From an optimization exercise on the open Yosys and OpenROAD flow, aimed at small area and a short achievable clock period; shortcuts taken in it are not production practice. Where RTL was checked, it was by simulation tests only, not by an equivalence proof against the original. No functional check of the RTL was part of runs 1 and 2. Power is estimated from default activity; no workload was simulated.

--- flow/flow/run.sh ---
#!/bin/bash
# The standard layout (standard.sh), with buf_2 cells as the port buffers
# instead of the default delay buffers.
bash standard.sh "BUFFER_PORTS_ARGS=-buffer_cell sky130_fd_sc_hd__buf_2" finish > standard.log 2>&1
--- flow/standard.sh ---
#!/bin/bash
# synth_recipe.tcl (not shown) runs the flow's synth.tcl, then flattens the netlist and writes it again
# the make line also repeats each setting of config.mk as NAME=value (left out here)
make -C /OpenROAD-flow-scripts/flow DESIGN_CONFIG=/design/flow/config.mk WORK_HOME=/design/flow/orfs CLKGATE_MAP_FILE= SYNTH_SCRIPT=/design/flow/synth_recipe.tcl "${@:-finish}"
--- flow/config.mk ---
export PLATFORM = sky130hd
export DESIGN_NAME = MyComputer
export DESIGN_NICKNAME = MyComputer
export VERILOG_FILES = /design/flow/design.v
export SDC_FILE = /design/flow/constraint.sdc
export NUM_CORES = 4
export LEC_CHECK = 0
export CAP_MARGIN = 20
export CORE_MARGIN = 2
export CORE_UTILIZATION = 40
export PLACE_DENSITY = 0.6
export SLEW_MARGIN = 20
--- flow/constraint.sdc ---
create_clock -name core_clock -period 11.0 [get_ports {Clock}]
set_input_delay 2.2000 -clock core_clock [delete_from_list [all_inputs] [get_ports {Clock}]]
set_output_delay 2.2000 -clock core_clock [all_outputs]
set_load 0.01 [all_outputs]
--- flow/design.v ---
module DecTab(input [7:0] x, output [3:0] ones, output [3:0] tens,
	output ge10, output ge100);
	wire [7:0] z = {x[7], x[6:0] ^ {7{x[7]}}};
	wire [9:0] y;
	wire n0 = z[7];
	wire n1 = !z[7];
	wire n2 = z[0] ? n1 : n0;
	wire n3 = z[0] & n0;
	wire n4 = !z[0] | n1;
	wire n5 = z[1] ? n4 : n3;
	wire n6 = z[1] & n3;
	wire n7 = z[1] ? n3 : n4;
	wire n8 = z[2] ? n7 : n6;
	wire n9 = z[3] ? n8 : n5;
	wire n10 = !z[1] & n4;
	wire n11 = z[2] ? n5 : n10;
	wire n12 = z[2] ? n6 : n5;
	wire n13 = z[3] ? n12 : n11;
	wire n14 = z[4] ? n13 : n9;
	wire n15 = z[2] ? n10 : n7;
	wire n16 = z[3] ? n5 : n15;
	wire n17 = z[3] ? n11 : n8;
	wire n18 = z[4] ? n17 : n16;
	wire n19 = z[5] ? n18 : n14;
	wire n20 = z[3] ? n15 : n12;
	wire n21 = z[4] ? n9 : n20;
	wire n22 = z[4] ? n16 : n13;
	wire n23 = z[5] ? n22 : n21;
	wire n24 = z[6] ? n23 : n19;
	wire n25 = !z[1] | n4;
	wire n26 = z[2] ? n25 : n6;
	wire n27 = z[1] | n3;
	wire n28 = z[2] & n27;
	wire n29 = z[3] ? n28 : n26;
	wire n30 = z[2] ? n6 : n10;
	wire n31 = !z[2] & n25;
	wire n32 = z[3] ? n31 : n30;
	wire n33 = z[4] ? n32 : n29;
	wire n34 = z[2] ? n10 : n27;
	wire n35 = z[3] ? n26 : n34;
	wire n36 = z[3] ? n30 : n28;
	wire n37 = z[4] ? n36 : n35;
	wire n38 = z[5] ? n37 : n33;
	wire n39 = z[3] ? n34 : n31;
	wire n40 = z[4] ? n29 : n39;
	wire n41 = z[4] ? n35 : n32;
	wire n42 = z[5] ? n41 : n40;
	wire n43 = z[6] ? n42 : n38;
	wire n44 = z[2] & n6;
	wire n45 = !z[2] & n10;
	wire n46 = z[3] ? n45 : n44;
	wire n47 = !z[2] & n5;
	wire n48 = z[2] ? n10 : n6;
	wire n49 = z[3] ? n48 : n47;
	wire n50 = z[4] ? n49 : n46;
	wire n51 = z[2] & n5;
	wire n52 = z[3] ? n44 : n51;
	wire n53 = z[3] ? n47 : n45;
	wire n54 = z[4] ? n53 : n52;
	wire n55 = z[5] ? n54 : n50;
	wire n56 = z[3] ? n51 : n48;
	wire n57 = z[4] ? n46 : n56;
	wire n58 = z[4] ? n52 : n49;
	wire n59 = z[5] ? n58 : n57;
	wire n60 = z[6] ? n59 : n55;
	wire n61 = z[2] | n27;
	wire n62 = z[3] & n61;
	wire n63 = z[3] ? n28 : n31;
	wire n64 = z[4] ? n63 : n62;
	wire n65 = !z[2] | n25;
	wire n66 = !z[3] & n65;
	wire n67 = z[3] ? n31 : n61;
	wire n68 = z[4] ? n67 : n66;
	wire n69 = z[5] ? n68 : n64;
	wire n70 = z[3] ? n65 : n28;
	wire n71 = z[4] ? n62 : n70;
	wire n72 = z[4] ? n66 : n63;
	wire n73 = z[5] ? n72 : n71;
	wire n74 = z[6] ? n73 : n69;
	wire n75 = z[2] | n6;
	wire n76 = z[3] | n75;
	wire n77 = z[4] & n76;
	wire n78 = z[3] & n75;
	wire n79 = z[4] ? n78 : n66;
	wire n80 = z[5] ? n79 : n77;
	wire n81 = !z[3] | n65;
	wire n82 = !z[4] & n81;
	wire n83 = z[3] | n44;
	wire n84 = z[4] & n83;
	wire n85 = z[5] ? n84 : n82;
	wire n86 = z[6] ? n85 : n80;
	wire n87 = z[4] | n83;
	wire n88 = z[5] & n87;
	wire n89 = !z[5] & n82;
	wire n90 = z[6] ? n89 : n88;
	wire n91 = z[3] & n44;
	wire n92 = z[4] | n91;
	wire n93 = !z[3] & n31;
	wire n94 = !z[4] & n93;
	wire n95 = z[5] ? n94 : n92;
	wire n96 = z[6] & n95;
	wire n97 = z[4] | n62;
	wire n98 = z[5] | n97;
	wire n99 = z[6] | n98;
	wire n100 = z[4] | n76;
	wire n101 = z[5] & n100;
	wire n102 = z[6] & n101;
	assign y[0] = n2;
	assign y[1] = n24;
	assign y[2] = n43;
	assign y[3] = n60;
	assign y[4] = n74;
	assign y[5] = n86;
	assign y[6] = n90;
	assign y[7] = n96;
	assign y[8] = n99;
	assign y[9] = n102;
	assign ones = y[3:0];
	assign tens = y[7:4];
	assign ge10 = y[8];
	assign ge100 = y[9];
endmodule
module BcdSeg(input [3:0] d, output [6:0] segs);
	wire A = d[3], B = d[2], C = d[1], D = d[0];
	assign segs[0] = !(A | C | (B & D) | (!B & !D));
	assign segs[1] = !(!B | (!C & !D) | (C & D));
	assign segs[2] = !(B | !C | D);
	assign segs[3] = !((!B & !D) | (!B & C) | (C & !D) | (B & !C & D));
	assign segs[4] = !((!B & !D) | (C & !D));
	assign segs[5] = !(A | (!C & !D) | (B & !C) | (B & !D));
	assign segs[6] = !(A | (B & !C) | (!B & C) | (C & !D));
endmodule
module HexSeg(input [3:0] bin, output [6:0] segs);
	wire n0 = bin[0];
	wire n1 = !bin[1] & n0;
	wire n2 = !bin[0];
	wire n3 = !bin[1] & n2;
	wire n4 = bin[2] ? n3 : n1;
	wire n5 = bin[1] & n0;
	wire n6 = bin[2] ? n1 : n5;
	wire n7 = bin[3] ? n6 : n4;
	wire n8 = bin[1] ? n2 : n0;
	wire n9 = bin[2] & n8;
	wire n10 = bin[1] | n2;
	wire n11 = bin[2] ? n10 : n5;
	wire n12 = bin[3] ? n11 : n9;
	wire n13 = bin[1] & n2;
	wire n14 = !bin[2] & n13;
	wire n15 = bin[2] & n10;
	wire n16 = bin[3] ? n15 : n14;
	wire n17 = bin[1] ? n0 : n2;
	wire n18 = bin[2] ? n17 : n1;
	wire n19 = bin[2] ? n5 : n8;
	wire n20 = bin[3] ? n19 : n18;
	wire n21 = !bin[1] | n0;
	wire n22 = bin[2] ? n21 : n0;
	wire n23 = !bin[2] & n1;
	wire n24 = bin[3] ? n23 : n22;
	wire n25 = bin[1] | n0;
	wire n26 = bin[2] ? n5 : n25;
	wire n27 = bin[2] & n1;
	wire n28 = bin[3] ? n27 : n26;
	wire n29 = !bin[1];
	wire n30 = bin[2] ? n5 : n29;
	wire n31 = bin[2] & n3;
	wire n32 = bin[3] ? n31 : n30;
	assign segs[0] = n7;
	assign segs[1] = n12;
	assign segs[2] = n16;
	assign segs[3] = n20;
	assign segs[4] = n24;
	assign segs[5] = n28;
	assign segs[6] = n32;
endmodule
module MyComputer(
	input Clock,
	output [9:0] LEDR,
	input [9:0] SW,
	input [3:0] KEY,
	output [6:0] HEX0,
	output [6:0] HEX1,
	output [6:0] HEX2,
	output [6:0] HEX3,
	output [6:0] HEX4,
	output [6:0] HEX5
);
	reg rs1, rs2, rst;
	reg [4:0] dcnt;
	wire dtog = (dcnt == 5'd29);
	wire rst_n = dtog ? !rst : rst;      
	always @(posedge Clock) begin
		rs1 <= SW[9];
		rs2 <= rs1;
		dcnt <= ((rst == rs2) | dtog) ? 5'd0 : dcnt + 5'd1;
		rst <= rst_n;
	end
	reg ts1;
	reg [3:0] k1, k2, k3;
	always @(posedge Clock) begin
		ts1 <= SW[8];
		k1 <= {KEY[3], ~KEY[2:0]};
		k2 <= k1;
		k3 <= k2;
	end
	wire [3:0] pb = k3 & ~k2;
	reg [7:0] pdat, dinp;
	always @(posedge Clock)
		if (k1[3] & ~KEY[3]) pdat <= SW[7:0];
	reg [7:0] cnt;
	reg go;
	wire cwrap = (cnt == 8'd250);
	always @(posedge Clock) begin
		cnt <= rst ? 8'd1 : cwrap ? 8'd0 : cnt + 8'd1;
		go <= !rst_n && ((!rst && cwrap) || ts1);
	end
	reg [6:0] ip;
	reg [7:0] s0, s1, s2, s3;    
	reg [3:0] sz;                
	reg sz5;                     
	reg [6:0] gout;              
	reg [5:0] flag;
	wire sz0 = (sz == 4'd0);
	wire fz = (flag == 6'd0);
	reg [8:0] ma;
	reg [7:0] mq;
	reg [3:0] mc;
	reg mrst;
	wire mdone = mc[3];
	wire we0 = go && (ip == 7'd1 || ip == 7'd23 || ip == 7'd53 || ip == 7'd73 || ip == 7'd95 || ip == 7'd100);
	wire we1 = go && (ip == 7'd2 || ip == 7'd22 || ip == 7'd54 || ip == 7'd78 || ip == 7'd105);
	wire msub = !mdone && mq[0] && (mc[2:0] == 3'd7);
	wire [8:0] aa = mdone ? {s1[7], s1} : ma;
	wire [8:0] ab = ({s0[7], s0} ^ {9{msub}}) & {9{mdone | mq[0]}};
	wire [8:0] msum;
	Add9 add(.a(aa), .b(ab), .cin(msub), .s(msum));
	wire sum_ov = msum[8] ^ msum[7];
	always @(posedge Clock) begin
		mrst <= we0 | we1;
		if (mrst) begin
			ma <= 9'd0;
			mq <= s1;
			mc <= 4'd0;
		end else if (!mdone) begin
			ma <= {msum[8], msum[8:1]};
			mq <= {msum[0], mq[7:1]};
			mc <= mc + 4'd1;
		end
	end
	wire prod_ov = !((&{ma[7:0], mq[7]}) | ~(|{ma[7:0], mq[7]}));
	reg [6:0] nip;
	always @(*) begin
		nip = ip + 7'd1;
		case (ip)
			7'd7, 7'd14, 7'd42, 7'd64, 7'd97, 7'd114: nip = 7'd10;
			7'd30, 7'd33, 7'd83: nip = 7'd110;
			7'd10: if (flag[3]) nip = 7'd20;
			7'd11: if (flag[2]) nip = 7'd50;
			7'd12: if (flag[1]) nip = 7'd70;
			7'd13: if (flag[0]) nip = 7'd90;
			7'd25: if (sz[3]) nip = 7'd40;
			7'd28: if (sz0) nip = 7'd31;
			7'd50, 7'd62, 7'd71, 7'd90: if (sz0) nip = 7'd10;
			7'd72: if (sz == 4'd1) nip = 7'd10;
			7'd75: if (fz) nip = 7'd78;
			7'd81: if (fz) nip = 7'd83;
			7'd101: if (fz) nip = 7'd104;
			7'd108: if (fz) nip = 7'd110;
			7'd92: if (sz[1]) nip = 7'd100;
			7'd93: if (sz[2]) nip = 7'd100;
			7'd94: if (sz[3]) nip = 7'd100;
			default: ;
		endcase
	end
	reg [6:0] so, st;      
	reg h2one, h2neg;      
	reg h3neg;             
	wire neg = s0[7];
	wire [3:0] ones, tens;
	wire ge10, ge100;
	wire [6:0] so_n, st_n;
	DecTab dec(.x(s0), .ones(ones), .tens(tens), .ge10(ge10), .ge100(ge100));
	BcdSeg sg0(.d(ones), .segs(so_n));
	BcdSeg sg1(.d(tens), .segs(st_n));
	always @(posedge Clock) begin
		if (go) begin
			ip <= nip;
			case (ip)
				7'd0: gout <= 7'd0;
				7'd1: s0 <= 8'd0;
				7'd2: s1 <= 8'd0;
				7'd3: s2 <= 8'd0;
				7'd4: s3 <= 8'd0;
				7'd5: begin sz <= 4'd0; sz5 <= 1'b0; end
				7'd10: flag[3] <= 1'b0;
				7'd11: flag[2] <= 1'b0;
				7'd12: flag[1] <= 1'b0;
				7'd13: flag[0] <= 1'b0;
				7'd20: s3 <= s2;
				7'd21: s2 <= s1;
				7'd22: s1 <= s0;
				7'd23: s0 <= dinp;
				7'd26: gout[4] <= 1'b0;
				7'd27: gout[5] <= 1'b0;
				7'd29: begin flag[5] <= 1'b0; sz <= {sz[2:0], 1'b0}; end
				7'd31: begin flag[5] <= sz[0]; sz <= {1'b0, sz[3:1]}; end
				7'd32: sz <= 4'd1;
				7'd40: gout[4] <= 1'b1;
				7'd41: gout[5] <= 1'b0;
				7'd51: gout[4] <= 1'b0;
				7'd52: gout[5] <= 1'b0;
				7'd53: s0 <= s1;
				7'd54: s1 <= s2;
				7'd55: s2 <= s3;
				7'd56: begin flag[5] <= sz[0]; sz <= {1'b0, sz[3:1]}; end
				7'd58: gout <= {1'b1, sz5, 1'b0, sz};
				7'd60: gout[6] <= 1'b0;
				7'd63: gout[6] <= 1'b1;
				7'd70: gout[5] <= 1'b0;
				7'd73: begin s0 <= msum[7:0]; flag[4] <= sum_ov; end
				7'd76: gout[5] <= 1'b1;
				7'd77: gout[4] <= 1'b0;
				7'd78: s1 <= s2;
				7'd79: s2 <= s3;
				7'd80: begin flag[5] <= sz[0]; sz <= {1'b0, sz[3:1]}; end
				7'd82: sz5 <= 1'b1;
				7'd91: gout[5] <= 1'b0;
				7'd95: s0 <= 8'd0;
				7'd100: begin s0 <= mq; flag[4] <= prod_ov; end
				7'd102: gout[5] <= 1'b1;
				7'd103: gout[4] <= 1'b0;
				7'd105: s1 <= s2;
				7'd106: s2 <= s3;
				7'd107: begin flag[5] <= sz[0]; sz <= {1'b0, sz[3:1]}; end
				7'd109: sz5 <= 1'b1;
				7'd111: gout <= {1'b1, sz5, 1'b0, sz};
				7'd113: sz5 <= 1'b0;
				7'd6, 7'd24, 7'd61, 7'd74, 7'd96, 7'd104: begin
					so <= so_n;
					st <= ge10 ? st_n : neg ? 7'h3f : 7'h7f;
					h2one <= ge100;
					h2neg <= neg && ge10 && !ge100;
					h3neg <= neg && ge100;
				end
				default: ;
			endcase
		end
		if (rst) begin
			ip <= 7'd0;
			flag <= 6'd0;
		end else begin
			if (pb[0]) flag[0] <= 1'b1;
			if (pb[1]) flag[1] <= 1'b1;
			if (pb[2]) flag[2] <= 1'b1;
			if (pb[3]) begin flag[3] <= 1'b1; dinp <= pdat; end
		end
	end
	reg [6:0] hx4, hx5;
	wire [6:0] hx4_n, hx5_n;
	HexSeg sg4(.bin(ip[3:0]), .segs(hx4_n));
	HexSeg sg5(.bin({1'b0, ip[6:4]}), .segs(hx5_n));
	always @(posedge Clock) begin
		hx4 <= hx4_n;
		hx5 <= hx5_n;
	end
	wire en = gout[6];
	assign LEDR = {flag[5], flag[4], flag[3], go, gout[5:0]};
	assign HEX0 = so | {7{!en}};
	assign HEX1 = st | {7{!en}};
	assign HEX2 = {!(en && h2neg), 3'b111, !(en && h2one), !(en && h2one), 1'b1};
	assign HEX3 = {!(en && h3neg), 6'h3f};
	assign HEX4 = hx4;
	assign HEX5 = hx5;
endmodule
module Add9(input [8:0] a, input [8:0] b, input cin, output [8:0] s);
	wire [8:0] p = a ^ b;
	wire [8:0] g0 = a & b;
	wire [8:0] G0 = {g0[8:1], g0[0] | (p[0] & cin)};
	wire [8:0] P0 = {p[8:1], 1'b0};
	wire [8:0] G1, P1;
	wire [8:0] G2, P2, G3, P3, G4;
	genvar i;
	generate
		for (i = 0; i < 9; i = i + 1) begin : pf
			if (i % 2 == 1) begin : l1c
				assign G1[i] = G0[i] | (P0[i] & G0[i-1]);
				assign P1[i] = P0[i] & P0[i-1];
			end else begin : l1p
				assign G1[i] = G0[i];
				assign P1[i] = P0[i];
			end
			if ((i / 2) % 2 == 1) begin : l2c
				assign G2[i] = G1[i] | (P1[i] & G1[(i/4)*4+1]);
				assign P2[i] = P1[i] & P1[(i/4)*4+1];
			end else begin : l2p
				assign G2[i] = G1[i];
				assign P2[i] = P1[i];
			end
			if ((i / 4) % 2 == 1) begin : l3c
				assign G3[i] = G2[i] | (P2[i] & G2[(i/8)*8+3]);
				assign P3[i] = P2[i] & P2[(i/8)*8+3];
			end else begin : l3p
				assign G3[i] = G2[i];
				assign P3[i] = P2[i];
			end
			if (i == 8) begin : l4c
				assign G4[i] = G3[i] | (P3[i] & G3[7]);
			end else begin : l4p
				assign G4[i] = G3[i];
			end
		end
	endgenerate
	assign s = p ^ {G4[7:0], cin};
endmodule
==> summary.txt, run 1 <==
Placed design
  – DP HPWL: 18,200 um
  – IO Port Bufs: 56
  – Pre-CTS setup slack: 7080 ps
  – DP Area: 0.0101 mm^2
  – RD Place Congestion: 0.930

Clock tree
  – Num CTS Buffers: 17
  – H-tree depth: 4
  – Post-cts sizing count: 0
  – Setup bufs post-CTS: 0
  – Largest buffer count on any clock path: 2
  – CTS tree: yes
  – Hold-fix buffers at CTS: 0
  – Root Driver: clkbuf_16
  – Clock-pin transition on the worst setup and hold timing paths: 70 ps
  – Clk Latency, worst-skew pair: 430 ps
  – # clock sinks: 155

Yosys
  – Syn_area_per_cell: 9.17 um^2
  – EDFF count, synth: 85
  – Ys Warns: 1
  – Asr flop ratio synth: 0%
  – Top cell type's share of synthesized area: 26.1%
  – Ys flop type: edfxtp_1
  – Post-Syn Area: 0.00978 mm^2
  – Synth area leader: edfxtp_1
  – Register area share after synthesis: 40.4%
  – FF+latch count, synth: 155
  – Netlist cell types: 86
  – Area contributors post-synth: edfxtp_1, dfxtp_1, nor2_1, ha_1, mux2i_1
  – Synth Instances: 1,067

Global routing
  – Total Routing Usage GR: 20.6%
  – Overflow left after global routing: 0
  – Number of global-route vias before repair: 7,642
  – Largest net degree at the start of global routing: 62
  – Initial antenna violation count: 0
  – First-pass GRT wire length: 42,300 um

Cells and area
  – Area Growth Syn to Fin: 9.30%
  – Diodes inserted: 0
  – # fillers: 2,314
  – Design area: 0.0107 mm^2
  – Share of layout cells above drive strength 1: 12.2%
  – Nets: 1,119
  – Most common cell after layout, fill and taps aside: nor2_1
  – Final Util: 44.2%
  – Most frequent cells in the layout: nor2_1, edfxtp_1, nand2_1

Power and ir drop
  – PnR Total Power: 2.55 mW
  – Max VDD drop: 0.000119 V
  – Power Dens Cells: 238 mW/mm^2
  – Leak Pwr: 4.05 nW

Outcome
  – Status: complete, no violations

Timing
  – Worst Max-Slew Pin Slew: 880 ps
  – Clock Skew: 10.8 ps
  – Final setup TNS: 0 ps
  – Fmax: 254 MHz
  – Slew margin rel.: 41.3%
  – RSZ-0062 raised after global routing: false
  – Endpoints failing setup: 0
  – Min setup slack post-route: 7060 ps
  – Final Critical Period: 3940 ps
  – Pins Over Slew Limit: 0
  – Fin crit share: 35.8%
  – Final Hold Fails: 0

Critical path
  – Critical path class: reg2reg
  – Max stage delay cell, worst path: fa_1
  – CP endpoint kind: register
  – Max FO, Critical Path: 10
  – Critical Path Source Type: register
  – Family with the most delay on the worst path: adder cells
  – Arrival time at the worst endpoint: 4100 ps
  – WP data required: 11,160 ps
  – CP bufs+invs: 0
  – Worst-path cell chain: ha_1 > ha_1 > nand2b_1 > mux2i_1 > a22oi_1 > fa_1 > fa_1 > nor2b_1 > o21ai_0 > a21boi_0 > o41ai_2 > xnor2_1 > a222oi_1 > a21oi_1
  – CP max stage delay: 480 ps

Floorplanning
  – Std-Cell Rows: 57
  – Top Ports: 67
  – Die area: 0.0257 mm^2
  – Die height: 160 um
  – Core ar.: 0.0242 mm^2
  – Initial Utilization: 40.5%
  – Die width: 160 um

Routing
  – Vias: 8,216
  – DR WL/cell: 18.7 um
  – 1st-iter DRT viols: 875
  – DR pass1 iterations: 6
  – Antenna violation net count after detailed routing: 0
  – DR vias/cell: 5.83
  – # DRC: 0
  – Final wirelength: 26,400 um

Min path
  – Hold Path Class: reg2reg

Run
  – Number of max-cap violations: 0
-- layout make-up --
cell class | count | area [um^2] | share of cell area [%]
inverter | 31 | 116 | 1.09
clock buffer | 20 | 478 | 4.47
multi-input combinational | 799 | 5250 | 49.1
timing repair buffer | 69 | 378 | 3.53
clock inverter | 12 | 106 | 0.995
sequential | 155 | 3950 | 37.0
tap | 324 | 405 | 3.79
-- registers in the layout (all words and copies together), names as in the netlist, 8 cells and up --
signal,cells
dinp,8
pdat,8
s3,8
mq,8
s1,8
ma,8
s2,8
s0,8
cnt,8
-- metrics by stage --
step / instances / hold WS (ps)
global placement: 1378 / 311
finish: 1410 / 326
CTS: 1410 / 328
floorplan: 1076 / 310
global route: 1410 / 331
detailed placement: 1378 / 312
-- layer usage --
layer / up-vias / global-route usage [%] / routed length [um]
met5: - / 0 / 0
met4: 0 / 7.04 / 476
met3: 34 / 4.42 / 2210
met2: 361 / 30.5 / 11600
met1: 3908 / 29.8 / 12000
li1: 3913 / - / -
-- synthesized netlist by cell type (6+ instances only) --
master    number
a211oi_1      13
o22ai_1       18
a22o_1        25
o211ai_1       6
nor3_1        24
nand2b_1      38
mux2_2        12
xor2_1        13
nor2b_1       24
dfxtp_1       70
or2_2          7
nand4_1       12
buf_1          8
a22oi_1        8
buf_6          6
buf_2         21
o21ai_0       41
buf_4         21
nand2_1       79
o21ai_1        9
inv_1         28
a21oi_1       55
nor2_1       104
a31oi_1        8
nor3b_1        8
nand3_1       37
a221oi_1       6
xnor2_1       17
nand3b_1      17
and3_1        13
edfxtp_1      85
clkbuf_1      35
or3_1          6
ha_1          27
and2_1        22
mux2i_1       32
-- report_power, final --
| group | leakage, nW | switching [mW] | internal (mW) |
|---|---|---|---|
| Sequential | 1.39 | 0.0961 | 0.744 |
| Combinational | 2.37 | 0.705 | 0.414 |
| Clock | 0.297 | 0.249 | 0.338 |
-- final timing paths --
path              start    end  slack, ps  cells after the start
hold / removal    k1[1]  k2[1]        330                      0
setup / recovery  mc[0]  s0[7]       7060                     14
setup reg to reg  mc[0]  s0[7]       7060                     14
hold reg to reg   k1[1]  k2[1]        330                      0
-- cell families (layout without fill, tap and decap cells) --
logic type / count (synthesis) / count (layout) / share of synthesized area, %
other: 1 / 10 / 0.0383
AOI/OAI and AO/OA: 263 / 263 / 18.6
buffers and inverters: 122 / 132 / 6.22
and+or+nand+nor: 416 / 416 / 22.0
DFF: 155 / 155 / 40.4
adders and majority gates: 32 / 32 / 4.39
muxes: 47 / 47 / 5.35
xor gates and xnor gates: 31 / 31 / 2.97
==> inputs of run 2 (changes only) <==
==> flow/flow/run.sh (replaced) <==
#!/bin/bash
# The standard layout (standard.sh), with buf_4 cells as the port buffers
# instead of the default delay buffers.
bash standard.sh "BUFFER_PORTS_ARGS=-buffer_cell sky130_fd_sc_hd__buf_4" finish > standard.log 2>&1
==> run 2 against run 1 <==
Highest routed layer unchanged. Global-route usage down 0.46 points. Register-to-register slack improved by 20 ps. Synthesized area did not move. Wire length is 1.5% lower. Sequential cell count stayed put. Clock power shrank 0.9%. Utilization increased by 0.59 points. Total power is 0.31% higher. Synthesized cell count stayed put. Critical path depth unchanged. Worst hold slack better by 1.4 ps. Non-clock buffer count stayed put.
==> summary.txt, run 2 <==
Outcome
  – Status: complete, no violations (unchanged)

Cells and area
  – Final Util: 44.8% (was 44.2%)
  – Most frequent cells in the layout: nor2_1, edfxtp_1, nand2_1 (unchanged)
  – # fillers: 2,306 (was 2,314)
  – Final non-filler cell total: 1,410 (unchanged)
  – Design area: 0.0108 mm^2 (was 0.0107 mm^2)
  – Nets: 1,119 (unchanged)
  – Area Growth Syn to Fin: 10.8% (was 9.30%)
  – Share of layout cells above drive strength 1: 12.2% (unchanged)
  – Diodes inserted: 0 (unchanged)
  – Most common cell after layout, fill and taps aside: nor2_1 (unchanged)

Yosys
  – Netlist cell types: 86 (unchanged)
  – Synth area leader: edfxtp_1 (unchanged)
  – Post-Syn Area: 0.00978 mm^2 (unchanged)
  – Top cell type's share of synthesized area: 26.1% (unchanged)
  – Commonest cells post-synth: nor2_1, edfxtp_1, nand2_1 (unchanged)
  – Syn_area_per_cell: 9.17 um^2 (unchanged)
  – Register area share after synthesis: 40.4% (unchanged)
  – EDFF count, synth: 85 (unchanged)
  – Ys Warns: 1 (unchanged)
  – FF+latch count, synth: 155 (unchanged)
  – Area contributors post-synth: edfxtp_1, dfxtp_1, nor2_1, ha_1, mux2i_1 (unchanged)
  – Top-count cell post-synth: nor2_1 (unchanged)
  – Ys flop type: edfxtp_1 (unchanged)
  – Synth Instances: 1,067 (unchanged)
  – Asr flop ratio synth: 0% (unchanged)

Global routing
  – First-pass GRT wire length: 41,500 um (was 42,300 um)
  – Overflow left after global routing: 0 (unchanged)
  – Largest net degree at the start of global routing: 62 (unchanged)
  – Number of global-route vias before repair: 7,526 (was 7,642)
  – Total Routing Usage GR: 20.1% (was 20.6%)
  – Initial antenna violation count: 0 (unchanged)

Critical path
  – Max FO, Critical Path: 10 (unchanged)
  – RR Startpoint: mc[0] (unchanged)
  – Critical path class: reg2reg (unchanged)
  – CP endpoint kind: register (unchanged)
  – Arrival time at the worst endpoint: 4080 ps (was 4100 ps)
  – Reg2reg end: s0[7] (unchanged)
  – Reg-to-reg slack, setup: 7070 ps (was 7060 ps)
  – WP data required: 11,150 ps (was 11,160 ps)
  – Critical Path Source Type: register (unchanged)
  – Worst r2r path cells: 14 (unchanged)

Routing
  – Vias: 8,129 (was 8,216)
  – DR vias/cell: 5.77 (was 5.83)
  – Final wirelength: 26,000 um (was 26,400 um)
  – Antenna violation net count after detailed routing: 0 (unchanged)
  – 1st-iter DRT viols: 853 (was 875)
  – DR WL/cell: 18.4 um (was 18.7 um)
  – # DRC: 0 (unchanged)
  – DR pass1 iterations: 6 (unchanged)

Timing
  – Endpoints failing setup: 0 (unchanged)
  – Worst Max-Slew Pin Slew: 890 ps (was 880 ps)
  – Pins Over Slew Limit: 0 (unchanged)
  – Fmax: 255 MHz (was 254 MHz)
  – Fin crit share: 35.7% (was 35.8%)
  – Slew margin rel.: 40.7% (was 41.3%)
  – Final Hold Fails: 0 (unchanged)
  – Clock Skew: 12.5 ps (was 10.8 ps)
  – Hold_ws: 328 ps (was 326 ps)
  – RSZ-0062 raised after global routing: false (unchanged)
  – Final setup TNS: 0 ps (unchanged)
  – Final Critical Period: 3930 ps (was 3940 ps)

Power and ir drop
  – Power Dens Cells: 236 mW/mm^2 (was 238 mW/mm^2)
  – Max VDD drop: 0.000120 V (was 0.000119 V)
  – Leak Pwr: 4.10 nW (was 4.05 nW)

Clock tree
  – Hold-fix buffers at CTS: 0 (unchanged)
  – Num CTS Buffers: 17 (unchanged)
  – CTS tree: yes (unchanged)
  – Largest buffer count on any clock path: 2 (unchanged)
  – Root Driver: clkbuf_16 (unchanged)
  – Clk Latency, worst-skew pair: 430 ps (about the same)
  – # clock sinks: 155 (unchanged)
  – Setup bufs post-CTS: 0 (unchanged)
  – H-tree depth: 4 (unchanged)
  – Clock-pin transition on the worst setup and hold timing paths: 70 ps (about the same)
  – Post-cts sizing count: 0 (unchanged)

Floorplanning
  – Std-Cell Rows: 57 (unchanged)
  – Die area: 0.0257 mm^2 (unchanged)
  – Die width: 160 um (unchanged)
  – Die height: 160 um (unchanged)
  – Top Ports: 67 (unchanged)
  – Core ar.: 0.0242 mm^2 (unchanged)
  – Initial Utilization: 40.5% (unchanged)

Min path
  – Hold Path Depth: 0 (unchanged)
  – Hold endpoint: rs2 (was k2[1])
  – Hold Path Class: reg2reg (unchanged)
  – Hold Crit Start: rs1 (was k1[1])

Placed design
  – DP Area: 0.0102 mm^2 (was 0.0101 mm^2)
  – Placed cells: 1,378 (unchanged)
  – RD Place Congestion: 0.935 (was 0.930)
  – DP HPWL: 18,200 um (about the same)
  – IO Port Bufs: 56 (unchanged)

Run
  – Number of max-cap violations: 0 (unchanged)
[run 2: how the worst max path moves through the flow]
| stage | from | endpoint | slack [ps] | cells past startpoint |
|---|---|---|---|---|
| final | mc[0] | s0[7] | 7070 | 14 |
| after global routing | mc[0] | s0[7] | 6710 | 14 |
| after floorplan | mc[0] | s0[7] | 7340 | 16 |
| after CTS | mc[0] | s0[7] | 7100 | 14 |
| after global placement | mc[0] | s0[7] | 7250 | 14 |
| after detailed placement | mc[0] | s0[7] | 7110 | 14 |
[run 2: logic make-up after synthesis]
group                      Yosys count  share of synthesized area (%)
other                                1                         0.0383
adders and majority gates           32                           4.39
AOI/OAI and AO/OA                  263                           18.6
and+or+nand+nor                    416                           22.0
DFF                                155                           40.4
xor gates and xnor gates            31                           2.97
buffers and inverters              122                           6.22
muxes                               47                           5.35
[run 2: per-stage QoR]
step,power [mW],worst slack (ps)
after floorplan,1.66,7340
after global placement,1.97,7250
after detailed placement,1.97,7110
after CTS,2.56,7100
after global routing,2.72,6710
final,2.56,7070
[run 2: critical path, stage by stage, from the launching register on]
cell and delay [ps]:
dfxtp_1 380, ha_1 170, ha_1 320, nand2b_1 230
mux2i_1 180, a22oi_1 110, fa_1 470, fa_1 480
nor2b_1 130, o21ai_0 100, a21boi_0 300, o41ai_2 140
xnor2_1 160, a222oi_1 340, a21oi_1 120
[run 2: layer usage]
metal | vias up | track usage, % | share of wire (%)
li1 | 3906 | - | -
met1 | 3883 | 28.9 | 46
met2 | 312 | 30.0 | 45
met3 | 28 | 5.09 | 8.1
met5 | - | 0 | 0
met4 | 0 | 5.81 | 1.6
[run 2: area by class of cell]
class / instances / area (um^2) / share of cell area [%]
well taps: 324 / 405 / 3.74
clock inverters: 12 / 97.6 / 0.901
flip-flops and latches: 155 / 3950 / 36.5
multi-input cells: 799 / 5250 / 48.5
clock buffers: 20 / 489 / 4.52
repair buffers: 69 / 518 / 4.78
inverters: 31 / 116 / 1.07
[run 2: power breakdown]
part | internal [mW] | switching (mW) | leakage (nW)
clock network | 0.328 | 0.255 | 0.291
logic | 0.434 | 0.697 | 2.42
registers | 0.744 | 0.0973 | 1.39
==> inputs of run 3 (changes only) <==
--- a/flow/design.v
+++ b/flow/design.v
@@ -172,6 +172,67 @@
 	assign segs[5] = n28;
 	assign segs[6] = n32;
 endmodule
+module Ctrl(input [6:0] ip, output [6:0] tgt,
+	output g_ld0, g_ldsz, g4_set, g4_clr, g5_set, g5_clr,
+	output g6_set, g6_clr, s0_we, s1_we, s2_we, s3_we,
+	output d_we, f0_clr, f1_clr, f2_clr, f3_clr, f4_we,
+	output f5_we, sz_clr, sz_shl, sz_shr, sz_one, sz5_set,
+	output sz5_clr, s0_dinp, s0_s1, s0_sum, s0_mq, s1_s0,
+	output s2_s1, f4_sum, f5_shr, c_f0, c_f1, c_f2,
+	output c_f3, c_sz0, c_szeq1, c_sz1, c_sz2, c_sz3,
+	output c_fz, c_go);
+	assign g_ld0 = (!ip[6] & !ip[5] & !ip[3] & !ip[2] & !ip[1] & !ip[0]);
+	assign g_ldsz = (ip[6] & ip[5] & ip[3] & ip[2] & ip[1] & ip[0]) | (ip[5] & ip[4] & ip[3] & !ip[2] & ip[1] & !ip[0]);
+	assign g4_set = (!ip[6] & !ip[4] & ip[3] & !ip[2] & !ip[1] & !ip[0]);
+	assign g4_clr = (ip[5] & !ip[4] & !ip[3] & ip[1] & ip[0]) | (ip[5] & !ip[3] & !ip[2] & ip[1] & ip[0]) | (ip[6] & !ip[5] & !ip[4] & ip[2] & !ip[1] & ip[0]) | (!ip[6] & !ip[5] & ip[4] & !ip[2] & ip[1] & !ip[0]);
+	assign g5_set = (ip[5] & !ip[4] & !ip[3] & ip[1] & !ip[0]) | (ip[6] & !ip[5] & !ip[4] & ip[2] & !ip[1] & !ip[0]);
+	assign g5_clr = (!ip[5] & ip[4] & ip[3] & !ip[2] & ip[1] & ip[0]) | (!ip[6] & ip[5] & !ip[4] & ip[3] & ip[0]) | (ip[6] & !ip[5] & !ip[3] & ip[2] & !ip[0]) | (!ip[6] & ip[5] & ip[4] & !ip[3] & !ip[1] & !ip[0]);
+	assign g6_set = (!ip[6] & ip[5] & ip[3] & ip[2] & ip[1] & ip[0]);
+	assign g6_clr = (!ip[6] & ip[5] & ip[3] & ip[2] & !ip[1] & !ip[0]);
+	assign s0_we = (ip[6] & !ip[3] & ip[2] & !ip[1] & !ip[0]) | (ip[6] & ip[4] & ip[2] & ip[1] & ip[0]) | (ip[6] & !ip[5] & !ip[4] & !ip[2] & !ip[1] & ip[0]) | (ip[5] & ip[4] & !ip[3] & ip[2] & !ip[1] & ip[0]) | (!ip[6] & !ip[5] & ip[4] & !ip[3] & ip[1] & ip[0]);
+	assign s1_we = (ip[4] & !ip[3] & ip[2] & ip[1] & !ip[0]) | (ip[6] & ip[5] & ip[3] & !ip[2] & !ip[1] & ip[0]) | (ip[6] & !ip[5] & !ip[4] & ip[3] & ip[2] & ip[1] & !ip[0]);
+	assign s2_we = (ip[6] & ip[5] & !ip[4] & !ip[2] & ip[1] & !ip[0]) | (!ip[6] & ip[5] & !ip[3] & ip[2] & ip[1] & ip[0]) | (!ip[6] & !ip[5] & ip[4] & !ip[3] & !ip[1] & ip[0]) | (!ip[5] & !ip[4] & ip[3] & ip[2] & ip[1] & ip[0]);
+	assign s3_we = (!ip[5] & ip[4] & !ip[3] & ip[2] & !ip[1] & !ip[0]);
+	assign d_we = (ip[6] & ip[5] & !ip[4] & !ip[2] & !ip[1] & !ip[0]) | (!ip[6] & ip[5] & ip[3] & ip[2] & !ip[1] & ip[0]) | (ip[6] & !ip[5] & !ip[4] & !ip[2] & ip[1] & !ip[0]) | (!ip[6] & !ip[5] & ip[3] & !ip[2] & !ip[1] & !ip[0]);
+	assign f0_clr = (!ip[6] & !ip[4] & ip[3] & ip[2] & ip[0]);
+	assign f1_clr = (!ip[6] & !ip[5] & !ip[4] & ip[3] & !ip[1] & !ip[0]);
+	assign f2_clr = (!ip[6] & !ip[4] & ip[3] & ip[1] & ip[0]);
+	assign f3_clr = (!ip[6] & !ip[5] & !ip[4] & ip[3] & !ip[2] & !ip[0]);
+	assign f4_we = (ip[6] & !ip[3] & ip[2] & !ip[1] & !ip[0]) | (ip[6] & !ip[5] & !ip[4] & !ip[2] & !ip[1] & ip[0]);
+	assign f5_we = (!ip[6] & !ip[5] & ip[4] & ip[3] & ip[2] & ip[0]) | (ip[5] & !ip[4] & !ip[2] & ip[1] & ip[0]) | (ip[6] & !ip[5] & ip[4] & !ip[3] & !ip[1] & !ip[0]) | (!ip[6] & ip[5] & ip[4] & !ip[2] & !ip[1] & !ip[0]);
+	assign sz_clr = (!ip[6] & !ip[4] & !ip[3] & ip[2] & !ip[1] & ip[0]);
+	assign sz_shl = (!ip[6] & !ip[5] & ip[4] & ip[3] & ip[2] & !ip[1] & ip[0]);
+	assign sz_shr = (ip[5] & !ip[4] & !ip[2] & ip[1] & ip[0]) | (ip[6] & !ip[5] & ip[4] & !ip[3] & !ip[1] & !ip[0]) | (!ip[6] & !ip[5] & ip[3] & ip[2] & ip[1] & ip[0]) | (!ip[6] & ip[5] & ip[4] & !ip[2] & !ip[1] & !ip[0]);
+	assign sz_one = (!ip[6] & ip[5] & !ip[4] & !ip[3] & !ip[0]);
+	assign sz5_set = (ip[6] & ip[5] & ip[3] & ip[2] & !ip[1] & ip[0]) | (ip[6] & !ip[5] & !ip[3] & !ip[2] & ip[1] & !ip[0]);
+	assign sz5_clr = (ip[6] & ip[5] & ip[4] & ip[0]) | (!ip[6] & !ip[4] & !ip[3] & ip[2] & !ip[1] & ip[0]);
+	assign s0_dinp = (!ip[5] & !ip[3]);
+	assign s0_s1 = (!ip[6] & ip[5]);
+	assign s0_sum = (!ip[2]);
+	assign s0_mq = (!ip[0]);
+	assign s1_s0 = (!ip[5] & !ip[3]);
+	assign s2_s1 = (!ip[1]);
+	assign f4_sum = (ip[0]);
+	assign f5_shr = (!ip[2]) | (ip[1]);
+	assign c_f0 = (!ip[6] & !ip[4] & ip[3] & ip[2] & ip[0]);
+	assign c_f1 = (!ip[6] & !ip[4] & ip[3] & ip[2] & !ip[0]);
+	assign c_f2 = (!ip[6] & !ip[4] & ip[3] & ip[1] & ip[0]);
+	assign c_f3 = (!ip[6] & !ip[4] & ip[3] & ip[1] & !ip[0]);
+	assign c_sz0 = (ip[5] & !ip[3] & !ip[2] & ip[1] & !ip[0]) | (!ip[6] & ip[3] & ip[2] & ip[1] & !ip[0]) | (ip[6] & !ip[5] & !ip[4] & !ip[3] & ip[0]) | (ip[6] & ip[4] & ip[3] & !ip[2] & !ip[0]) | (!ip[6] & !ip[5] & ip[4] & ip[3] & ip[2] & !ip[0]);
+	assign c_szeq1 = (!ip[5] & !ip[4] & ip[3] & !ip[2] & !ip[1] & !ip[0]);
+	assign c_sz1 = (ip[6] & ip[4] & ip[3] & !ip[1] & !ip[0]);
+	assign c_sz2 = (ip[6] & ip[4] & ip[2] & !ip[1] & ip[0]);
+	assign c_sz3 = (ip[6] & ip[4] & ip[2] & ip[1] & !ip[0]) | (!ip[6] & !ip[5] & ip[3] & !ip[2] & !ip[1] & ip[0]);
+	assign c_fz = (ip[5] & !ip[4] & !ip[3] & !ip[1] & ip[0]) | (ip[6] & !ip[5] & !ip[3] & !ip[1] & ip[0]) | (ip[6] & ip[5] & ip[3] & ip[2] & !ip[1] & !ip[0]) | (ip[6] & !ip[5] & !ip[4] & !ip[2] & ip[1] & ip[0]);
+	assign c_go = (ip[5] & !ip[4] & !ip[3] & !ip[2] & ip[0]) | (!ip[6] & !ip[5] & ip[3] & ip[2] & ip[1] & !ip[0]) | (!ip[6] & ip[5] & !ip[4] & ip[1]) | (ip[6] & ip[5] & ip[4] & ip[1]) | (ip[6] & !ip[5] & !ip[4] & !ip[3] & !ip[1]) | (ip[6] & !ip[3] & !ip[2] & ip[1] & ip[0]) | (!ip[6] & !ip[4] & ip[2] & ip[1] & ip[0]);
+	assign tgt[0] = (ip[4] & !ip[3] & !ip[1]) | (!ip[6] & ip[4] & !ip[1] & !ip[0]);
+	assign tgt[1] = (ip[6] & !ip[2]) | (!ip[6] & ip[2]) | (!ip[6] & ip[5]) | (ip[1] & ip[0]) | (ip[5] & ip[3]);
+	assign tgt[2] = (!ip[5] & ip[4] & ip[2]) | (ip[2] & !ip[1] & !ip[0]) | (ip[6] & !ip[2] & ip[1] & ip[0]) | (!ip[6] & !ip[3] & !ip[1]) | (!ip[6] & !ip[5] & !ip[2] & !ip[0]);
+	assign tgt[3] = (ip[5]) | (ip[6] & !ip[4]) | (!ip[6] & ip[4]) | (!ip[3] & ip[1]) | (!ip[4] & ip[2] & ip[1]) | (!ip[6] & !ip[1] & ip[0]) | (ip[6] & !ip[2] & !ip[0]);
+	assign tgt[4] = (!ip[6] & !ip[5] & !ip[4] & !ip[2]) | (ip[4] & !ip[3] & !ip[1]) | (!ip[6] & ip[4] & !ip[1] & !ip[0]) | (!ip[6] & ip[3] & ip[2] & ip[0]);
+	assign tgt[5] = (ip[6] & ip[2] & !ip[1]) | (!ip[6] & !ip[2] & ip[0]) | (!ip[5] & ip[4] & ip[2] & ip[1]) | (ip[4] & ip[1] & ip[0]);
+	assign tgt[6] = (ip[6] & ip[2] & !ip[1]) | (!ip[6] & !ip[4] & !ip[1]) | (ip[6] & !ip[5] & !ip[2] & ip[0]) | (!ip[5] & ip[4] & ip[2] & ip[1]);
+endmodule
 module MyComputer(
 	input Clock,
 	output [9:0] LEDR,
@@ -219,23 +280,46 @@
 	reg sz5;                     
 	reg [6:0] gout;              
 	reg [5:0] flag;
+	wire [6:0] tgt;
+	wire g_ld0, g_ldsz, g4_set, g4_clr, g5_set, g5_clr, g6_set, g6_clr;
+	wire s0_we, s1_we, s2_we, s3_we, d_we;
+	wire f0_clr, f1_clr, f2_clr, f3_clr, f4_we, f5_we;
+	wire sz_clr, sz_shl, sz_shr, sz_one, sz5_set, sz5_clr;
+	wire s0_dinp, s0_s1, s0_sum, s0_mq, s1_s0, s2_s1, f4_sum, f5_shr;
+	wire c_f0, c_f1, c_f2, c_f3, c_sz0, c_szeq1, c_sz1, c_sz2, c_sz3, c_fz, c_go;
+	Ctrl ctl(.ip(ip), .tgt(tgt),
+		.g_ld0(g_ld0), .g_ldsz(g_ldsz), .g4_set(g4_set), .g4_clr(g4_clr),
+		.g5_set(g5_set), .g5_clr(g5_clr), .g6_set(g6_set), .g6_clr(g6_clr),
+		.s0_we(s0_we), .s1_we(s1_we), .s2_we(s2_we), .s3_we(s3_we), .d_we(d_we),
+		.f0_clr(f0_clr), .f1_clr(f1_clr), .f2_clr(f2_clr), .f3_clr(f3_clr),
+		.f4_we(f4_we), .f5_we(f5_we),
+		.sz_clr(sz_clr), .sz_shl(sz_shl), .sz_shr(sz_shr), .sz_one(sz_one),
+		.sz5_set(sz5_set), .sz5_clr(sz5_clr),
+		.s0_dinp(s0_dinp), .s0_s1(s0_s1), .s0_sum(s0_sum), .s0_mq(s0_mq),
+		.s1_s0(s1_s0), .s2_s1(s2_s1), .f4_sum(f4_sum), .f5_shr(f5_shr),
+		.c_f0(c_f0), .c_f1(c_f1), .c_f2(c_f2), .c_f3(c_f3), .c_sz0(c_sz0),
+		.c_szeq1(c_szeq1), .c_sz1(c_sz1), .c_sz2(c_sz2), .c_sz3(c_sz3),
+		.c_fz(c_fz), .c_go(c_go));
 	wire sz0 = (sz == 4'd0);
 	wire fz = (flag == 6'd0);
+	wire taken = c_go | (c_f0 & flag[0]) | (c_f1 & flag[1]) | (c_f2 & flag[2]) |
+		(c_f3 & flag[3]) | (c_sz0 & sz0) | (c_szeq1 & (sz == 4'd1)) |
+		(c_sz1 & sz[1]) | (c_sz2 & sz[2]) | (c_sz3 & sz[3]) | (c_fz & fz);
+	wire [6:0] nip = taken ? tgt : ip + 7'd1;
 	reg [8:0] ma;
 	reg [7:0] mq;
 	reg [3:0] mc;
-	reg mrst;
+	reg mrst, mlast;
 	wire mdone = mc[3];
-	wire we0 = go && (ip == 7'd1 || ip == 7'd23 || ip == 7'd53 || ip == 7'd73 || ip == 7'd95 || ip == 7'd100);
-	wire we1 = go && (ip == 7'd2 || ip == 7'd22 || ip == 7'd54 || ip == 7'd78 || ip == 7'd105);
-	wire msub = !mdone && mq[0] && (mc[2:0] == 3'd7);
+	wire msub = mlast & mq[0];
 	wire [8:0] aa = mdone ? {s1[7], s1} : ma;
 	wire [8:0] ab = ({s0[7], s0} ^ {9{msub}}) & {9{mdone | mq[0]}};
 	wire [8:0] msum;
 	Add9 add(.a(aa), .b(ab), .cin(msub), .s(msum));
 	wire sum_ov = msum[8] ^ msum[7];
 	always @(posedge Clock) begin
-		mrst <= we0 | we1;
+		mrst <= go & (s0_we | s1_we);
+		mlast <= !mrst && (mc == 4'd6);
 		if (mrst) begin
 			ma <= 9'd0;
 			mq <= s1;
@@ -247,30 +331,6 @@
 		end
 	end
 	wire prod_ov = !((&{ma[7:0], mq[7]}) | ~(|{ma[7:0], mq[7]}));
-	reg [6:0] nip;
-	always @(*) begin
-		nip = ip + 7'd1;
-		case (ip)
-			7'd7, 7'd14, 7'd42, 7'd64, 7'd97, 7'd114: nip = 7'd10;
-			7'd30, 7'd33, 7'd83: nip = 7'd110;
-			7'd10: if (flag[3]) nip = 7'd20;
-			7'd11: if (flag[2]) nip = 7'd50;
-			7'd12: if (flag[1]) nip = 7'd70;
-			7'd13: if (flag[0]) nip = 7'd90;
-			7'd25: if (sz[3]) nip = 7'd40;
-			7'd28: if (sz0) nip = 7'd31;
-			7'd50, 7'd62, 7'd71, 7'd90: if (sz0) nip = 7'd10;
-			7'd72: if (sz == 4'd1) nip = 7'd10;
-			7'd75: if (fz) nip = 7'd78;
-			7'd81: if (fz) nip = 7'd83;
-			7'd101: if (fz) nip = 7'd104;
-			7'd108: if (fz) nip = 7'd110;
-			7'd92: if (sz[1]) nip = 7'd100;
-			7'd93: if (sz[2]) nip = 7'd100;
-			7'd94: if (sz[3]) nip = 7'd100;
-			default: ;
-		endcase
-	end
 	reg [6:0] so, st;      
 	reg h2one, h2neg;      
 	reg h3neg;             
@@ -284,65 +344,34 @@
 	always @(posedge Clock) begin
 		if (go) begin
 			ip <= nip;
-			case (ip)
-				7'd0: gout <= 7'd0;
-				7'd1: s0 <= 8'd0;
-				7'd2: s1 <= 8'd0;
-				7'd3: s2 <= 8'd0;
-				7'd4: s3 <= 8'd0;
-				7'd5: begin sz <= 4'd0; sz5 <= 1'b0; end
-				7'd10: flag[3] <= 1'b0;
-				7'd11: flag[2] <= 1'b0;
-				7'd12: flag[1] <= 1'b0;
-				7'd13: flag[0] <= 1'b0;
-				7'd20: s3 <= s2;
-				7'd21: s2 <= s1;
-				7'd22: s1 <= s0;
-				7'd23: s0 <= dinp;
-				7'd26: gout[4] <= 1'b0;
-				7'd27: gout[5] <= 1'b0;
-				7'd29: begin flag[5] <= 1'b0; sz <= {sz[2:0], 1'b0}; end
-				7'd31: begin flag[5] <= sz[0]; sz <= {1'b0, sz[3:1]}; end
-				7'd32: sz <= 4'd1;
-				7'd40: gout[4] <= 1'b1;
-				7'd41: gout[5] <= 1'b0;
-				7'd51: gout[4] <= 1'b0;
-				7'd52: gout[5] <= 1'b0;
-				7'd53: s0 <= s1;
-				7'd54: s1 <= s2;
-				7'd55: s2 <= s3;
-				7'd56: begin flag[5] <= sz[0]; sz <= {1'b0, sz[3:1]}; end
-				7'd58: gout <= {1'b1, sz5, 1'b0, sz};
-				7'd60: gout[6] <= 1'b0;
-				7'd63: gout[6] <= 1'b1;
-				7'd70: gout[5] <= 1'b0;
-				7'd73: begin s0 <= msum[7:0]; flag[4] <= sum_ov; end
-				7'd76: gout[5] <= 1'b1;
-				7'd77: gout[4] <= 1'b0;
-				7'd78: s1 <= s2;
-				7'd79: s2 <= s3;
-				7'd80: begin flag[5] <= sz[0]; sz <= {1'b0, sz[3:1]}; end
-				7'd82: sz5 <= 1'b1;
-				7'd91: gout[5] <= 1'b0;
-				7'd95: s0 <= 8'd0;
-				7'd100: begin s0 <= mq; flag[4] <= prod_ov; end
-				7'd102: gout[5] <= 1'b1;
-				7'd103: gout[4] <= 1'b0;
-				7'd105: s1 <= s2;
-				7'd106: s2 <= s3;
-				7'd107: begin flag[5] <= sz[0]; sz <= {1'b0, sz[3:1]}; end
-				7'd109: sz5 <= 1'b1;
-				7'd111: gout <= {1'b1, sz5, 1'b0, sz};
-				7'd113: sz5 <= 1'b0;
-				7'd6, 7'd24, 7'd61, 7'd74, 7'd96, 7'd104: begin
-					so <= so_n;
-					st <= ge10 ? st_n : neg ? 7'h3f : 7'h7f;
-					h2one <= ge100;
-					h2neg <= neg && ge10 && !ge100;
-					h3neg <= neg && ge100;
-				end
-				default: ;
-			endcase
+			if (s0_we) s0 <= ({8{s0_dinp}} & dinp) | ({8{s0_s1}} & s1) |
+				({8{s0_sum}} & msum[7:0]) | ({8{s0_mq}} & mq);
+			if (s1_we) s1 <= s1_s0 ? s0 : s2;
+			if (s2_we) s2 <= s2_s1 ? s1 : s3;
+			if (s3_we) s3 <= s2;
+			if (d_we) begin
+				so <= so_n;
+				st <= ge10 ? st_n : neg ? 7'h3f : 7'h7f;
+				h2one <= ge100;
+				h2neg <= neg && ge10 && !ge100;
+				h3neg <= neg && ge100;
+			end
+			if (g_ld0 | g_ldsz) gout[3:0] <= g_ldsz ? sz : 4'd0;
+			if (g_ld0 | g_ldsz | g4_clr | g4_set) gout[4] <= g4_set;
+			if (g_ld0 | g_ldsz | g5_clr | g5_set) gout[5] <= g5_set | (g_ldsz & sz5);
+			if (g_ld0 | g_ldsz | g6_clr | g6_set) gout[6] <= g6_set | g_ldsz;
+			if (f0_clr) flag[0] <= 1'b0;
+			if (f1_clr) flag[1] <= 1'b0;
+			if (f2_clr) flag[2] <= 1'b0;
+			if (f3_clr) flag[3] <= 1'b0;
+			if (f4_we) flag[4] <= f4_sum ? sum_ov : prod_ov;
+			if (f5_we) flag[5] <= f5_shr & sz[0];
+			if (sz_clr) sz <= 4'd0;
+			if (sz_shl) sz <= {sz[2:0], 1'b0};
+			if (sz_shr) sz <= {1'b0, sz[3:1]};
+			if (sz_one) sz <= 4'd1;
+			if (sz5_clr) sz5 <= 1'b0;
+			if (sz5_set) sz5 <= 1'b1;
 		end
 		if (rst) begin
 			ip <= 7'd0;
==> run 3 against run 2 <==
Wire length fell by 17%. Utilization rose by 1.1 points. Worst hold slack barely moved. Setup slack improved by 330 ps. Register-to-register slack improved by 500 ps. Largest power group unchanged. Critical path type is now reg2out.
==> summary.txt, run 3 <==
Outcome
  – Status: complete, no violations (unchanged)

Yosys
  – Top cell type's share of synthesized area: 28.6% (was 26.1%)
  – Post-Synth XOR/XNOR Area: 3.40% (was 2.97%)
  – Main combinational cell family by area after synthesis: simple AND/OR/NAND/NOR gates (unchanged)
  – EDFF count, synth: 85 (unchanged)
  – Post-Synth Adder-Cell Area: 5.21% (was 4.39%)
  – Post-Syn Area: 0.00893 mm^2 (was 0.00978 mm^2)
  – Asr flop ratio synth: 0% (unchanged)
  – Synth area leader: edfxtp_1 (unchanged)
  – Synth Instances: 932 (was 1,067)
  – Multiplexer share of the synthesized area: 6.73% (was 5.35%)
  – Netlist cell types: 79 (was 86)
  – Ys flop type: edfxtp_1 (unchanged)
  – Top-count cell post-synth: edfxtp_1 (was nor2_1)
  – Area contributors post-synth: edfxtp_1, dfxtp_1, ha_1, mux2_2, nand2_1 (was edfxtp_1, dfxtp_1, nor2_1, ha_1, mux2i_1)
  – Post-Synth Simple-Gate Area: 18.0% (was 22.0%)
  – Register area share after synthesis: 44.5% (was 40.4%)
  – FF+latch count, synth: 156 (was 155)
  – Commonest cells post-synth: edfxtp_1, nand2_1, nor2_1 (was nor2_1, edfxtp_1, nand2_1)
  – Syn_area_per_cell: 9.58 um^2 (was 9.17 um^2)
  – Ys Warns: 1 (unchanged)
  – Compound-Gate Fraction of Synth Area: 16.6% (was 18.6%)

Critical path
  – Worst-path cell chain: nand2_1 > buf_4 (was ha_1 > ha_1 > nand2b_1 > mux2i_1 > a22oi_1 > fa_1 > fa_1 > nor2b_1 > o21ai_0 > a21boi_0 > o41ai_2 > xnor2_1 > a222oi_1 > a21oi_1)
  – CP endpoint kind: output pin (was register)
  – Critical Path Source Type: register (unchanged)
  – CP bufs+invs: 1 (was 0)
  – Critical path class: reg2out (was reg2reg)
  – Arrival time at the worst endpoint: 1390 ps (was 4080 ps)
  – WP data required: 8800 ps (was 11,150 ps)
  – Max FO, Critical Path: 17 (was 10)
  – Max stage delay cell, worst path: edfxtp_1 (was fa_1)
  – CP max stage delay: 660 ps (was 480 ps)
  – Family with the most delay on the worst path: flip-flops (was adder cells)

Floorplanning
  – Std-Cell Rows: 54 (was 57)
  – Die width: 153 um (was 160 um)
  – Die area: 0.0235 mm^2 (was 0.0257 mm^2)
  – Top Ports: 67 (unchanged)
  – Core ar.: 0.0219 mm^2 (was 0.0242 mm^2)
  – Initial Utilization: 40.8% (was 40.5%)
  – Die height: 153 um (was 160 um)

Cells and area
  – Total area of sequential cells: 0.00397 mm^2 (was 0.00395 mm^2)
  – Area Growth Syn to Fin: 12.6% (was 10.8%)
  – # fillers: 2,121 (was 2,306)
  – Most frequent cells in the layout: edfxtp_1, nand2_1, nor2_1 (was nor2_1, edfxtp_1, nand2_1)
  – Share of layout cells above drive strength 1: 15.4% (was 12.2%)
  – Nets: 1,003 (was 1,119)
  – Multi-input gate area: 0.00450 mm^2 (was 0.00525 mm^2)
  – Most common cell after layout, fill and taps aside: edfxtp_1 (was nor2_1)
  – Diodes inserted: 0 (unchanged)
  – Design area: 0.0101 mm^2 (was 0.0108 mm^2)
  – Final Util: 45.9% (was 44.8%)

Global routing
  – Top Usage Layer GRT: met2 (unchanged)
  – Met2 Use GR: 28.0% (was 30.0%)
  – First-pass GRT wire length: 35,000 um (was 41,500 um)
  – Overflow left after global routing: 0 (unchanged)
  – Met1 usage: 25.4% (was 28.9%)
  – Initial antenna violation count: 0 (unchanged)
  – Number of global-route vias before repair: 6,756 (was 7,526)
  – Largest net degree at the start of global routing: 45 (was 62)
  – Total Routing Usage GR: 18.4% (was 20.1%)
  – GR Layer Usage met3: 5.64% (was 5.09%)

Timing
  – Final Hold Fails: 0 (unchanged)
  – Endpoints failing setup: 0 (unchanged)
  – Fmax: 278 MHz (was 255 MHz)
  – Clock Skew: 12.7 ps (was 12.5 ps)
  – Final Critical Period: 3590 ps (was 3930 ps)
  – Min setup slack post-route: 7410 ps (was 7070 ps)
  – Final setup TNS: 0 ps (unchanged)
  – RSZ-0062 raised after global routing: false (unchanged)
  – Worst Max-Slew Pin Slew: 1050 ps (was 890 ps)
  – Fin crit share: 32.7% (was 35.7%)
  – Slew margin rel.: 30.1% (was 40.7%)
  – Pins Over Slew Limit: 0 (unchanged)

Placed design
  – DP HPWL: 14,500 um (was 18,200 um)
  – Pre-CTS setup slack: 7610 ps (was 7110 ps)
  – DP Area: 0.00948 mm^2 (was 0.0102 mm^2)
  – RD Place Congestion: 0.876 (was 0.935)
  – IO Port Bufs: 56 (unchanged)

Clock tree
  – Largest buffer count on any clock path: 2 (unchanged)
  – Num CTS Buffers: 17 (unchanged)
  – Setup bufs post-CTS: 0 (unchanged)
  – Clock-pin transition on the worst setup and hold timing paths: 70 ps (about the same)
  – # clock sinks: 156 (was 155)
  – Root Driver: clkbuf_16 (unchanged)
  – Hold-fix buffers at CTS: 0 (unchanged)
  – H-tree depth: 4 (unchanged)
  – Clk Latency, worst-skew pair: 440 ps (was 430 ps)
  – CTS tree: yes (unchanged)
  – Post-cts sizing count: 0 (unchanged)

Routing
  – Vias: 7,102 (was 8,129)
  – DR pass1 iterations: 8 (was 6)
  – 1st-iter DRT viols: 651 (was 853)
  – Final wirelength: 21,500 um (was 26,000 um)
  – Antenna violation net count after detailed routing: 0 (unchanged)
  – DR vias/cell: 5.70 (was 5.77)
  – # DRC: 0 (unchanged)
  – DR WL/cell: 17.2 um (was 18.4 um)

Power and ir drop
  – Max VDD drop: 0.000135 V (was 0.000120 V)
  – PnR Total Power: 3.36 mW (was 2.56 mW)
  – Leak Pwr: 3.81 nW (was 4.10 nW)
  – Power Dens Cells: 334 mW/mm^2 (was 236 mW/mm^2)

Min path
  – Hold Path Class: reg2reg (unchanged)

Run
  – Number of max-cap violations: 0 (unchanged)
-- run 3: kinds of logic after synthesis --
group	count (synthesis)
xor+xnor	33
fa+ha+maj	35
simple gates	318
buf+inv	110
compound gates	224
mux	55
flops	156
other cells	1
-- run 3: per-layer routing --
layer	wire [um]	part of all wire, %	vias up
met4	236	1.1	0
met1	9940	46	3375
li1	-	-	3436
met3	1620	7.5	21
met5	0	0	-
met2	9710	45	270
-- run 3: power by group --
group          total, mW  internal [mW]  switching (mW)  leakage, nW
clock              0.577          0.317           0.260        0.287
sequential         0.948          0.819           0.129         1.38
combinational       1.84          0.735            1.10         2.14
-- run 3: per-stage QoR --
| stage | instances | hold WS (ps) |
|---|---|---|
| after global placement | 1215 | 310 |
| final | 1247 | 328 |
| after detailed placement | 1215 | 314 |
| after global routing | 1247 | 338 |
| after floorplan | 941 | 310 |
| after CTS | 1247 | 330 |
-- run 3: layout make-up --
class                   count  share of cell area [%]
flip-flops and latches    156                    39.5
repair buffers             71                    5.30
multi-input cells         675                    44.7
inverters                  33                    1.23
well taps                 280                    3.48
clock inverters            13                    1.14
clock buffers              19                    4.61
-- run 3: path summary, 6_finish.rpt --
kind | to | from | slack [ps] | depth (start not counted)
min reg2reg | k2[1] | k1[1] | 330 | 0
max reg2reg | s0[4] | mq[0] | 7570 | 11
max | HEX2[2] | gout[6] | 7410 | 2
min | k2[1] | k1[1] | 330 | 0
==> inputs of run 4 (changes only) <==
--- a/flow/config.mk
+++ b/flow/config.mk
@@ -8,5 +8,7 @@
 export CAP_MARGIN = 20
 export CORE_MARGIN = 2
 export CORE_UTILIZATION = 40
+export CTS_BUF_LIST = sky130_fd_sc_hd__clkbuf_8
+export CTS_CLUSTER_SIZE = 20
 export PLACE_DENSITY = 0.6
 export SLEW_MARGIN = 20
==> run 4 against run 3 <==
Setup slack worse by 35 ps. Synthesized area did not move. Still clean on timing, DRC and antenna. Die area unchanged. Design area decreased by 1.9%.
==> summary.txt, run 4 <==
Yosys
  – Commonest cells post-synth: edfxtp_1, nand2_1, nor2_1 (unchanged)
  – Ys flop type: edfxtp_1 (unchanged)
  – Syn_area_per_cell: 9.58 um^2 (unchanged)
  – Synth Instances: 932 (unchanged)
  – Netlist cell types: 79 (unchanged)
  – Register area share after synthesis: 44.5% (unchanged)
  – Top cell type's share of synthesized area: 28.6% (unchanged)
  – EDFF count, synth: 85 (unchanged)
  – Post-Syn Area: 0.00893 mm^2 (unchanged)
  – Asr flop ratio synth: 0% (unchanged)
  – FF+latch count, synth: 156 (unchanged)
  – Ys Warns: 1 (unchanged)
  – Area contributors post-synth: edfxtp_1, dfxtp_1, ha_1, mux2_2, nand2_1 (unchanged)
  – Synth area leader: edfxtp_1 (unchanged)
  – Top-count cell post-synth: edfxtp_1 (unchanged)

Timing
  – Final Hold Fails: 0 (unchanged)
  – RSZ-0062 raised after global routing: false (unchanged)
  – Fmax: 276 MHz (was 278 MHz)
  – Final Critical Period: 3630 ps (was 3590 ps)
  – Fin crit share: 33.0% (was 32.7%)
  – Slew margin rel.: 34.2% (was 30.1%)
  – Pins Over Slew Limit: 0 (unchanged)
  – Endpoints failing setup: 0 (unchanged)
  – Worst Max-Slew Pin Slew: 984 ps (was 1050 ps)
  – Clock Skew: 13.4 ps (was 12.7 ps)
  – Final setup TNS: 0 ps (unchanged)

Clock tree
  – Setup bufs post-CTS: 0 (unchanged)
  – Root Driver: clkbuf_8 (was clkbuf_16)
  – Post-cts sizing count: 0 (unchanged)
  – Num CTS Buffers: 17 (unchanged)
  – Clk Latency, worst-skew pair: 460 ps (was 440 ps)
  – # clock sinks: 156 (unchanged)
  – CTS tree: yes (unchanged)
  – H-tree depth: 4 (unchanged)
  – Hold-fix buffers at CTS: 0 (unchanged)
  – Largest buffer count on any clock path: 2 (unchanged)
  – Clock-pin transition on the worst setup and hold timing paths: 90 ps (was 70 ps)

Cells and area
  – # fillers: 2,154 (was 2,121)
  – Design area: 0.00987 mm^2 (was 0.0101 mm^2)
  – Most frequent cells in the layout: edfxtp_1, nand2_1, nor2_1 (unchanged)
  – Area Growth Syn to Fin: 10.6% (was 12.6%)
  – Total area of sequential cells: 0.00397 mm^2 (unchanged)
  – Multi-input gate area: 0.00450 mm^2 (unchanged)
  – Share of layout cells above drive strength 1: 15.4% (unchanged)
  – Most common cell after layout, fill and taps aside: edfxtp_1 (unchanged)
  – Nets: 1,003 (unchanged)
  – Final Util: 45.1% (was 45.9%)
  – Diodes inserted: 0 (unchanged)

Global routing
  – Met2 Use GR: 27.6% (was 28.0%)
  – Total Routing Usage GR: 18.2% (was 18.4%)
  – Overflow left after global routing: 0 (unchanged)
  – Top Usage Layer GRT: met2 (unchanged)
  – First-pass GRT wire length: 34,800 um (was 35,000 um)
  – Initial antenna violation count: 0 (unchanged)
  – Met1 usage: 25.5% (was 25.4%)
  – Largest net degree at the start of global routing: 45 (unchanged)
  – Number of global-route vias before repair: 6,698 (was 6,756)
  – GR Layer Usage met3: 5.02% (was 5.64%)

Routing
  – Antenna violation net count after detailed routing: 0 (unchanged)
  – 1st-iter DRT viols: 729 (was 651)
  – Vias: 7,088 (was 7,102)
  – DR pass1 iterations: 6 (was 8)
  – # DRC: 0 (unchanged)
  – Final wirelength: 21,200 um (was 21,500 um)
  – DR vias/cell: 5.68 (was 5.70)
  – DR WL/cell: 17.0 um (was 17.2 um)

Power and ir drop
  – Power Dens Cells: 325 mW/mm^2 (was 334 mW/mm^2)
  – Max VDD drop: 0.000106 V (was 0.000135 V)
  – Leak Pwr: 3.72 nW (was 3.81 nW)

Floorplanning
  – Top Ports: 67 (unchanged)
  – Initial Utilization: 40.8% (unchanged)
  – Std-Cell Rows: 54 (unchanged)
  – Die width: 153 um (unchanged)
  – Core ar.: 0.0219 mm^2 (unchanged)
  – Die height: 153 um (unchanged)
  – Die area: 0.0235 mm^2 (unchanged)

Min path
  – Hold Path Class: reg2reg (unchanged)
  – Hold Crit Start: k1[1] (unchanged)
  – Hold Path Depth: 0 (unchanged)
  – Hold endpoint: k2[1] (unchanged)

Placed design
  – IO Port Bufs: 56 (unchanged)
  – DP HPWL: 14,500 um (unchanged)
  – DP Area: 0.00948 mm^2 (unchanged)
  – RD Place Congestion: 0.876 (unchanged)

Critical path
  – Critical Path Source Type: register (unchanged)
  – Reg2reg end: s0[4] (unchanged)
  – Worst r2r path cells: 11 (unchanged)
  – WP data required: 8800 ps (about the same)
  – Max FO, Critical Path: 17 (unchanged)
  – Reg-to-reg slack, setup: 7550 ps (was 7570 ps)
  – RR Startpoint: mq[0] (unchanged)
  – Critical path class: reg2out (unchanged)
  – Arrival time at the worst endpoint: 1430 ps (was 1390 ps)
  – CP endpoint kind: output pin (unchanged)

Run
  – Number of max-cap violations: 0 (unchanged)

Outcome
  – Status: complete, no violations (unchanged)
-- run 4: cell counts after synthesis --
Identical to the previous run, type by type.
-- run 4: kinds of logic (layout without fill, tap and decap cells) --
kind of cell    after synthesis  count (layout)  synth area share (%)
fa+ha+maj                    35              35                  5.21
other cells                   1              10                0.0420
flops                       156             156                  44.5
simple gates                318             318                  18.0
compound gates              224             224                  16.6
mux                          55              55                  6.73
xor+xnor                     33              33                  3.40
buf+inv                     110             136                  5.53
-- run 4: power breakdown --
group	switching, mW	total (mW)	internal [mW]
sequential	0.128	0.945	0.817
combinational	1.10	1.83	0.734
clock	0.237	0.431	0.194
total	1.46	3.21	1.75
-- run 4: metrics by stage --
step                      hold WS, ps  std cells  power, mW  worst slack [ps]
after floorplan                   310        941       2.33              7490
after global placement            310       1215       2.75              7720
after detailed placement          314       1215       2.77              7610
after CTS                         337       1247       3.21              7310
after global routing              346       1247       3.47              7210
final                             333       1247       3.21              7370
-- run 4: layer usage --
layer / up-vias / wire [um]
li1: 3426 / -
met1: 3387 / 9700
met2: 249 / 9510
met3: 26 / 1680
met4: 0 / 275
met5: - / 0
-- run 4: final cells by class --
type	count	area share [%]
Clock buffer	18	2.51
Tap cell	280	3.55
Sequential cell	156	40.3
Timing Repair Buffer	71	5.40
Multi-Input combinational cell	675	45.6
Inverter	33	1.25
Clock inverter	14	1.47
-- run 4: worst max-delay path, cell delays in order, from the launching register on --
cell	delay [ps]
edfxtp_1	670
nand2_1	130
buf_4	170
-- run 4: worst max path at each step --
stage | startpoint | to | slack [ps] | cells past startpoint
5_1_grt | gout[6] | HEX2[2] | 7210 | 2
6_report | gout[6] | HEX2[2] | 7370 | 2
2_1_floorplan | s0[7] | st[3] | 7490 | 14
3_5_place_dp | mq[0] | s0[4] | 7610 | 11
4_1_cts | gout[6] | HEX2[2] | 7310 | 2
3_3_place_gp | mq[0] | s0[4] | 7720 | 11

Check on run 4: ideal ports give 7.371 ns setup slack; a clkbuf_16 on the clock port and buf_2 on the inputs give 7.331 ns; moving port delays by the midpoint clock arrival (0.498 ns) as well gives 7.551 ns.
